Background: an optimization exercise with open tools, aiming at small area and a short achievable clock period. Do not read the settings as production practice. Where RTL was checked, it was by simulation tests only, not by an equivalence proof against the original. Power and IR drop assume default switching activity.

Setup of zinc:
// radix_2_butterfly
module radix_2_butterfly #(
    parameter DATA_WIDTH = 16
) (
    input  logic       clkIn,
    input  logic       rstIn,
    input  logic       enIn,
    input  logic       validIn,
    input  ComplexType dataIn,
    output logic       validOut,
    output ComplexType dataOut
);
    logic       stateR;      
    logic [2:0] validR;
    always_ff @(posedge clkIn) begin
        if (rstIn) begin
            stateR <= 1'b0;
            validR <= 3'b000;
        end else if (enIn) begin
            if (validIn) stateR <= ~stateR;
            validR <= {validR[1:0], validIn};
        end
    end
    logic sumSel;
    assign sumSel = validR[0] & ~stateR;
    logic signed [DATA_WIDTH-1:0] inRe, inIm;
    assign inRe = dataIn[63 -: DATA_WIDTH];
    assign inIm = dataIn[31 -: DATA_WIDTH];
    logic signed [DATA_WIDTH-1:0] x0ReR, x0ImR, x1ReR, x1ImR;
    logic signed [DATA_WIDTH:0]   outReR, outImR;
    always_ff @(posedge clkIn) begin
        if (enIn) begin
            if (stateR) begin
                x1ReR <= inRe;
                x1ImR <= inIm;
            end else begin
                x0ReR <= inRe;
                x0ImR <= inIm;
            end
            if (sumSel) begin
                outReR <= {x0ReR[DATA_WIDTH-1], x0ReR} + {x1ReR[DATA_WIDTH-1], x1ReR};
                outImR <= {x0ImR[DATA_WIDTH-1], x0ImR} + {x1ImR[DATA_WIDTH-1], x1ImR};
            end else begin
                outReR <= {outReR[DATA_WIDTH:1] - x1ReR, outReR[0]};
                outImR <= {outImR[DATA_WIDTH:1] - x1ImR, outImR[0]};
            end
        end
    end
    assign dataOut.re = {outReR, {(32-DATA_WIDTH-1){1'b0}}};
    assign dataOut.im = {outImR, {(32-DATA_WIDTH-1){1'b0}}};
    assign validOut   = validR[2];
  ...
Size in the first run: roughly 100 flip-flops, about 130 I/O pins.
make LEC_CHECK=0 ABC_CLOCK_PERIOD_IN_PS=1500 CAP_MARGIN=20 CORE_MARGIN=2 CORE_UTILIZATION=40 SETUP_SLACK_MARGIN=1.5 SLEW_MARGIN=20 finish   # period 3.0 ns
run.sh (not shown) runs the stock make flow with config.mk's settings and CLKGATE_MAP_FILE= SYNTH_SCRIPT=/design/flow/synth_recipe.tcl, a recipe that flattens the netlist after the stock synthesis.
Changes in tundra relative to zinc:
# zinc
export LEC_CHECK = 0
export ABC_CLOCK_PERIOD_IN_PS = 1500
export CAP_MARGIN = 20
export CORE_MARGIN = 2
export CORE_UTILIZATION = 40
export SETUP_SLACK_MARGIN = 1.5
export SLEW_MARGIN = 20
create_clock -name core_clock -period 3.0 [get_ports {clkIn}]
# tundra
export LEC_CHECK = 0
export CAP_MARGIN = 20
export CORE_MARGIN = 2
export CORE_UTILIZATION = 40
export SLEW_MARGIN = 20
create_clock -name core_clock -period 3.0 [get_ports {clkIn}]
Findings:
Fill cell instance count of the final layout delta for tundra relative to zinc: about 5% higher. Worst slack at placement: tundra worse than zinc. Sequential share of layout area for tundra: 4.0 points up relative to zinc. Across both runs, proportion of layout cells with a drive suffix above 1 was lower for tundra than for zinc. Internal power of the cells went down by a few percent going from zinc to tundra.
### tundra -> indigo
# tundra
export LEC_CHECK = 0
export CAP_MARGIN = 20
export CORE_MARGIN = 2
export CORE_UTILIZATION = 40
export SLEW_MARGIN = 20
create_clock -name core_clock -period 3.0 [get_ports {clkIn}]
# indigo
export LEC_CHECK = 0
export CAP_MARGIN = 20
export CORE_MARGIN = 2
export CORE_UTILIZATION = 40
export SETUP_SLACK_MARGIN = 1.5
export SLEW_MARGIN = 20
create_clock -name core_clock -period 3.0 [get_ports {clkIn}]
### Flow results
Comparing tundra and indigo, the lower worst-path maximum fanout was measured on indigo.
indigo vs. tundra: utilization moved up; final cycle utilization of the critical path now sits lower.
Going from tundra to indigo, the final net count was found to have gone up by about 7%.


## build 62
Another version of the RTL of radix_2_butterfly (not shown whole).
Size in the first run: ~590 cells after synthesis, roughly 100 flip-flops, about 130 I/O pins.
clock: 3.0 ns
lec_check: 0
cap_margin: 20
core_margin: 2
core_utilization: 40
slew_margin: 20
standard.sh (not shown) runs the stock make flow with config.mk's settings and CLKGATE_MAP_FILE= SYNTH_SCRIPT=/design/flow/synth_recipe.tcl, a recipe that flattens the netlist after the stock synthesis.
==> flow/flow/run.sh <==
#!/bin/bash
set -euo pipefail
bash standard.sh ADDER_MAP_FILE= finish > orfs_flow.log 2>&1
In summary, build 62 completed successfully, with a layout that passed the timing, design-rule and antenna checks.
What build 17 does differently from build 62 at the input level:
==> flow/run.sh (new file) <==
#!/bin/bash
# synth_recipe.tcl (not shown) runs the flow's synth.tcl, then flattens the netlist and writes it again
# the make line also repeats each setting of config.mk as NAME=value (left out here)
make -C /OpenROAD-flow-scripts/flow DESIGN_CONFIG=/design/flow/config.mk WORK_HOME=/design/flow/orfs CLKGATE_MAP_FILE= SYNTH_SCRIPT=/design/flow/synth_recipe.tcl finish
removed: flow/flow/run.sh
removed: flow/standard.sh
## What came out
From build 62 to build 17 the numbers moved as follows: core outline area went down about 16%, final routed wirelength across all metal layers went down about 18%, count of clock-buffer cells in the layout went down 2. Summary of build 17 over build 62: internal power of the cells now smaller, die outline height now smaller, fraction of layout instances using a drive strength above 1 now larger.
#### Input delta (build 8 over build 17)
==> flow/flow/run.sh (new file) <==
#!/bin/bash
set -euo pipefail
bash standard.sh ADDER_MAP_FILE= finish > orfs_flow.log 2>&1
==> flow/standard.sh (new file) <==
#!/bin/bash
# synth_recipe.tcl (not shown) runs the flow's synth.tcl, then flattens the netlist and writes it again
# the make line also repeats each setting of config.mk as NAME=value (left out here)
make -C /OpenROAD-flow-scripts/flow DESIGN_CONFIG=/design/flow/config.mk WORK_HOME=/design/flow/orfs CLKGATE_MAP_FILE= SYNTH_SCRIPT=/design/flow/synth_recipe.tcl "${@:-finish}"
diff --git a/flow/config.mk b/flow/config.mk
--- a/flow/config.mk
+++ b/flow/config.mk
@@ -10,2 +10,3 @@
 export CORE_UTILIZATION = 40
+export SETUP_SLACK_MARGIN = 1.4
 export SLEW_MARGIN = 20
removed: flow/run.sh
Findings:
Looking at synthesized area per cell, build 8 sits below build 17. Build 8 ended up with outReR[9] as its capture point of the critical path; build 17 ended up with outImR[8]. Build 8 vs build 17: count of vias placed by the detailed router up by more than a quarter. Looking at critical path's slowest cell, the sky130_fd_sc_hd__edfxtp_1 result is from build 8; the sky130_fd_sc_hd__fa_1 one comes from build 17. Compared with build 17, in build 8 inserted tap cell count climbed 40, maximum frequency climbed 17%.
No run of this note included a check of the RTL's function; only the layout flow was run.

==> re-timing with driven ports <==
Ports are ideal in the flow. The routed layouts listed here were re-timed in OpenROAD. Step 1: set_driving_cell puts a clkbuf_16 on clkIn and a buf_2 on each other input, an assumption about the parent block. Step 2, shift: input delay + t, output delay - t, t = (earliest + latest rising clock arrival at the registers) / 2. This alone moves slack from input paths to output paths. Slacks: no drivers / after step 1 / after step 2; pairs: no drivers / after step 1.
run | t (ns) | setup slack, ns | hold WS [ns] | worst data-port slew with drivers (ns) | pins driven straight from the clock port
zinc | 0.393 | 0.286 / 0.286 / 0.286 | 0.500 / 0.500 / 0.500 | 0.07 | 1
tundra | 0.387 | 0.140 / 0.140 / 0.140 | 0.505 / 0.505 / 0.505 | 0.06 | 1
indigo | 0.393 | 0.286 / 0.286 / 0.286 | 0.500 / 0.500 / 0.500 | 0.07 | 1
build 62 | 0.384 | 0.203 / 0.203 / 0.203 | 0.496 / 0.496 / 0.496 | 0.05 | 1
build 17 | 0.392 | 0.062 / 0.062 / 0.062 | 0.504 / 0.504 / 0.504 | 0.05 | 1
build 8 | 0.389 | 0.482 / 0.482 / 0.482 | 0.510 / 0.510 / 0.510 | 0.06 | 1
After both steps setup and hold are still met in every run listed.
